This is an optimization exercise on Yosys and OpenROAD, whose aim is small area, a short achievable clock period and few clock cycles per item, not a production implementation. Only simulation tests tie the RTL to the original design; equivalence was not proved.

## des_enc
module des_enc (
    input         clk,
    input         rst,
    input         in_valid,
    output        in_ready,
    input  [63:0] in_block,
    input  [63:0] in_key,
    output        out_valid,
    output [63:0] out_block
);
Size: ~7500 cells after synthesis, roughly 550 flip-flops, about 0.060 mm2 of cells after synthesis.
clock: 50.0 ns
lec_check: 0
cap_margin: 20
core_margin: 2
core_utilization: 40
cts_cluster_diameter: 100
cts_cluster_size: 30
slew_margin: 20
standard.sh (not shown) runs the stock make flow with config.mk's settings and CLKGATE_MAP_FILE= SYNTH_SCRIPT=/design/flow/synth_recipe.tcl, a recipe that flattens the netlist after the stock synthesis.
==> flow/flow/run.sh <==
#!/bin/bash
# Own flow: the standard layout (standard.sh), with the S-box modules replaced by
# pre-mapped gate-level netlists during synthesis (see swap.tcl).
set -euo pipefail
W=$(pwd)
export SYNTH_CANONICALIZE_TCL=$W/flow/swap.tcl
BUFFER_PORTS_ARGS="-buffer_cell sky130_fd_sc_hd__buf_1" bash standard.sh SETUP_SLACK_MARGIN=39.3 finish > $W/standard.log 2>&1 || { tail -50 $W/standard.log; exit 1; }
for f in $W/orfs/logs/*/*/*/*.log; do cp "$f" $W/ 2>/dev/null || true; done
tail -5 $W/standard.log
Other scripts of this flow, unchanged in this note and not shown: flow/flow/sbk_gates.v, flow/flow/swap.tcl
The starting point finished clean.
Testbench counts at the start, summed over its fixed seeds: cycles 2,088, items 2,048.
Rerun with:
--- a/flow/flow/run.sh
+++ b/flow/flow/run.sh
@@ -7 +7 @@
-BUFFER_PORTS_ARGS="-buffer_cell sky130_fd_sc_hd__buf_1" bash standard.sh SETUP_SLACK_MARGIN=39.3 finish > $W/standard.log 2>&1 || { tail -50 $W/standard.log; exit 1; }
+BUFFER_PORTS_ARGS="-buffer_cell sky130_fd_sc_hd__buf_1" bash standard.sh SETUP_SLACK_MARGIN=38.5 finish > $W/standard.log 2>&1 || { tail -50 $W/standard.log; exit 1; }
Area after synthesis stays the same.
Fmax barely changes.
Rerun with:
--- a/flow/flow/run.sh
+++ b/flow/flow/run.sh
@@ -7 +7 @@
-BUFFER_PORTS_ARGS="-buffer_cell sky130_fd_sc_hd__buf_1" bash standard.sh SETUP_SLACK_MARGIN=38.5 finish > $W/standard.log 2>&1 || { tail -50 $W/standard.log; exit 1; }
+BUFFER_PORTS_ARGS="-buffer_cell sky130_fd_sc_hd__buf_1" bash standard.sh SETUP_SLACK_MARGIN=39 finish > $W/standard.log 2>&1 || { tail -50 $W/standard.log; exit 1; }
Result: The changed run produced a clean layout; via count stays flat; cell area climbs by 2.9%; final cell count stays flat.
Rerun with:
--- a/flow/flow/run.sh
+++ b/flow/flow/run.sh
@@ -7 +7 @@
-BUFFER_PORTS_ARGS="-buffer_cell sky130_fd_sc_hd__buf_1" bash standard.sh SETUP_SLACK_MARGIN=39 finish > $W/standard.log 2>&1 || { tail -50 $W/standard.log; exit 1; }
+BUFFER_PORTS_ARGS="-buffer_cell sky130_fd_sc_hd__buf_1" bash standard.sh SETUP_SLACK_MARGIN=38 finish > $W/standard.log 2>&1 || { tail -50 $W/standard.log; exit 1; }
=>
- The changed run ran to the end with no violations
- final cell count is about the same
- sequential cell count is unchanged
- utilization went down by 1.9 points
- worst setup slack loses 0.46 ns
- count of clock-buffer cells in the layout is unchanged

========
des_enc again, from the RTL that the note above started with.
// des_enc
module des_enc (
    input         clk,
    input         rst,
    input         in_valid,
    output        in_ready,
    input  [63:0] in_block,
    input  [63:0] in_key,
    output        out_valid,
    output [63:0] out_block
);
wire [63:0] ip_w;
wire [55:0] cd_w;
des_ip u_ip (.x(in_block), .y(ip_w));
des_pc1 u_pc1 (.key(in_key), .cd(cd_w));
reg [4:0] v_q;
reg [63:0] lr0_q;
reg [55:0] cd0_q;
reg [63:0] lr1_q;
reg [55:0] cd1_q;
reg [63:0] lr2_q;
reg [55:0] cd2_q;
reg [63:0] lr3_q;
reg [55:0] cd3_q;
reg [63:0] out_q;
wire [63:0] st0_w;
des_rounds_1_4 u_st0 (.lr_in(lr0_q), .cd(cd0_q), .lr_out(st0_w));
wire [63:0] st1_w;
des_rounds_5_8 u_st1 (.lr_in(lr1_q), .cd(cd1_q), .lr_out(st1_w));
wire [63:0] st2_w;
des_rounds_9_12 u_st2 (.lr_in(lr2_q), .cd(cd2_q), .lr_out(st2_w));
wire [63:0] st3_w;
des_rounds_13_16 u_st3 (.lr_in(lr3_q), .cd(cd3_q), .lr_out(st3_w));
wire [63:0] fp_w;
des_fp u_fp (.x({st3_w[31:0], st3_w[63:32]}), .y(fp_w));
always @(posedge clk) begin
    if (rst) v_q <= 0;
    else v_q <= {v_q[3:0], in_valid};
    lr0_q <= ip_w;
    cd0_q <= cd_w;
    lr1_q <= st0_w;
    cd1_q <= cd0_q;
    lr2_q <= st1_w;
    cd2_q <= cd1_q;
    lr3_q <= st2_w;
    cd3_q <= cd2_q;
    out_q <= fp_w;
end
assign in_ready = 1'b1;
assign out_valid = v_q[4];
assign out_block = out_q;
endmodule
export LEC_CHECK = 0
export CAP_MARGIN = 20
export CORE_MARGIN = 2
export CORE_UTILIZATION = 40
export CTS_CLUSTER_DIAMETER = 100
export CTS_CLUSTER_SIZE = 30
export SLEW_MARGIN = 20
create_clock -name core_clock -period 50.0 [get_ports {clk}]
==> flow/flow/run.sh <==
#!/bin/bash
# Own flow: the standard layout (standard.sh), with the S-box modules replaced by
# pre-mapped gate-level netlists during synthesis (see swap.tcl).
set -euo pipefail
W=$(pwd)
export SYNTH_CANONICALIZE_TCL=$W/flow/swap.tcl
BUFFER_PORTS_ARGS="-buffer_cell sky130_fd_sc_hd__buf_1" bash standard.sh SETUP_SLACK_MARGIN=39 SKIP_INCREMENTAL_REPAIR=1 finish > $W/standard.log 2>&1 || { tail -50 $W/standard.log; exit 1; }
for f in $W/orfs/logs/*/*/*/*.log; do cp "$f" $W/ 2>/dev/null || true; done
tail -5 $W/standard.log
Other scripts of this flow, unchanged in this note and not shown: flow/flow/sbk_gates.v, flow/flow/swap.tcl
Testbench counts at the start, summed over its fixed seeds: cycles 2,088, items 2,048.
Next try:
==> flow/flow/run.sh (replaced) <==
#!/bin/bash
# Own flow: the standard layout (standard.sh), with the S-box modules replaced by
# pre-mapped gate-level netlists during synthesis (see swap.tcl).
set -euo pipefail
W=$(pwd)
export SYNTH_CANONICALIZE_TCL=$W/flow/swap.tcl
BUFFER_PORTS_ARGS="-buffer_cell sky130_fd_sc_hd__buf_1" bash standard.sh SETUP_SLACK_MARGIN=38.75 SKIP_CTS_REPAIR_TIMING=1 finish > $W/standard.log 2>&1 || { tail -50 $W/standard.log; exit 1; }
for f in $W/orfs/logs/*/*/*/*.log; do cp "$f" $W/ 2>/dev/null || true; done
tail -5 $W/standard.log
Fmax rose by 2.1%.
Routed wire length barely changes.
Core utilization rose by 0.90 points.
Area after synthesis does not change.
Critical path depth fell by 33.
Next try:
==> flow/flow/run.sh (replaced) <==
#!/bin/bash
# Own flow: the standard layout (standard.sh), with the S-box modules replaced by
# pre-mapped gate-level netlists during synthesis (see swap.tcl).
set -euo pipefail
W=$(pwd)
export SYNTH_CANONICALIZE_TCL=$W/flow/swap.tcl
BUFFER_PORTS_ARGS="-buffer_cell sky130_fd_sc_hd__buf_1" bash standard.sh SETUP_SLACK_MARGIN=38.75 finish > $W/standard.log 2>&1 || { tail -50 $W/standard.log; exit 1; }
for f in $W/orfs/logs/*/*/*/*.log; do cp "$f" $W/ 2>/dev/null || true; done
tail -5 $W/standard.log
Effect:
- The changed run completed with no timing, DRC or antenna violations
- routed wire length is about the same
- setup slack is worse by 3.9 ps
- hold slack is about the same
- clock skew stays flat
- via count barely changes
- count of clock-buffer cells in the layout does not change

==> static timing again, ports no longer ideal <==
The results above use ideal ports. As a check the final layouts listed here were re-extracted and re-timed, cells and wires unchanged.
Step 1, drivers: a clkbuf_16 drives clk and a buf_2 each remaining input, both assumed.
Step 2 also shifts input and output timing later by t, the mid clock arrival at the registers, as if the neighbouring blocks saw the same clock.
Slacks: ideal ports / drivers / drivers and shift; pairs: ideal ports / drivers.
| run | shift t [ns] | setup slack, ns | worst slew at a driven data input, ns |
|---|---|---|---|
| the first run of note 1 | 0.720 | 38.890 / 38.814 / 39.429 | 0.05 |
| the second run of note 1 | 0.714 | 38.859 / 38.782 / 38.863 | 0.05 |
| the third run of note 1 | 0.720 | 38.894 / 38.813 / 39.346 | 0.05 |
| the fourth run of note 1 | 0.721 | 38.435 / 38.435 / 38.435 | 0.05 |
| the first run of note 2 | 0.722 | 38.616 / 38.616 / 38.616 | 0.04 |
| the second run of note 2 | 0.722 | 38.854 / 38.775 / 39.193 | 0.04 |
| the third run of note 2 | 0.718 | 38.850 / 38.772 / 39.178 | 0.04 |
After both steps every run listed still meets setup and hold.
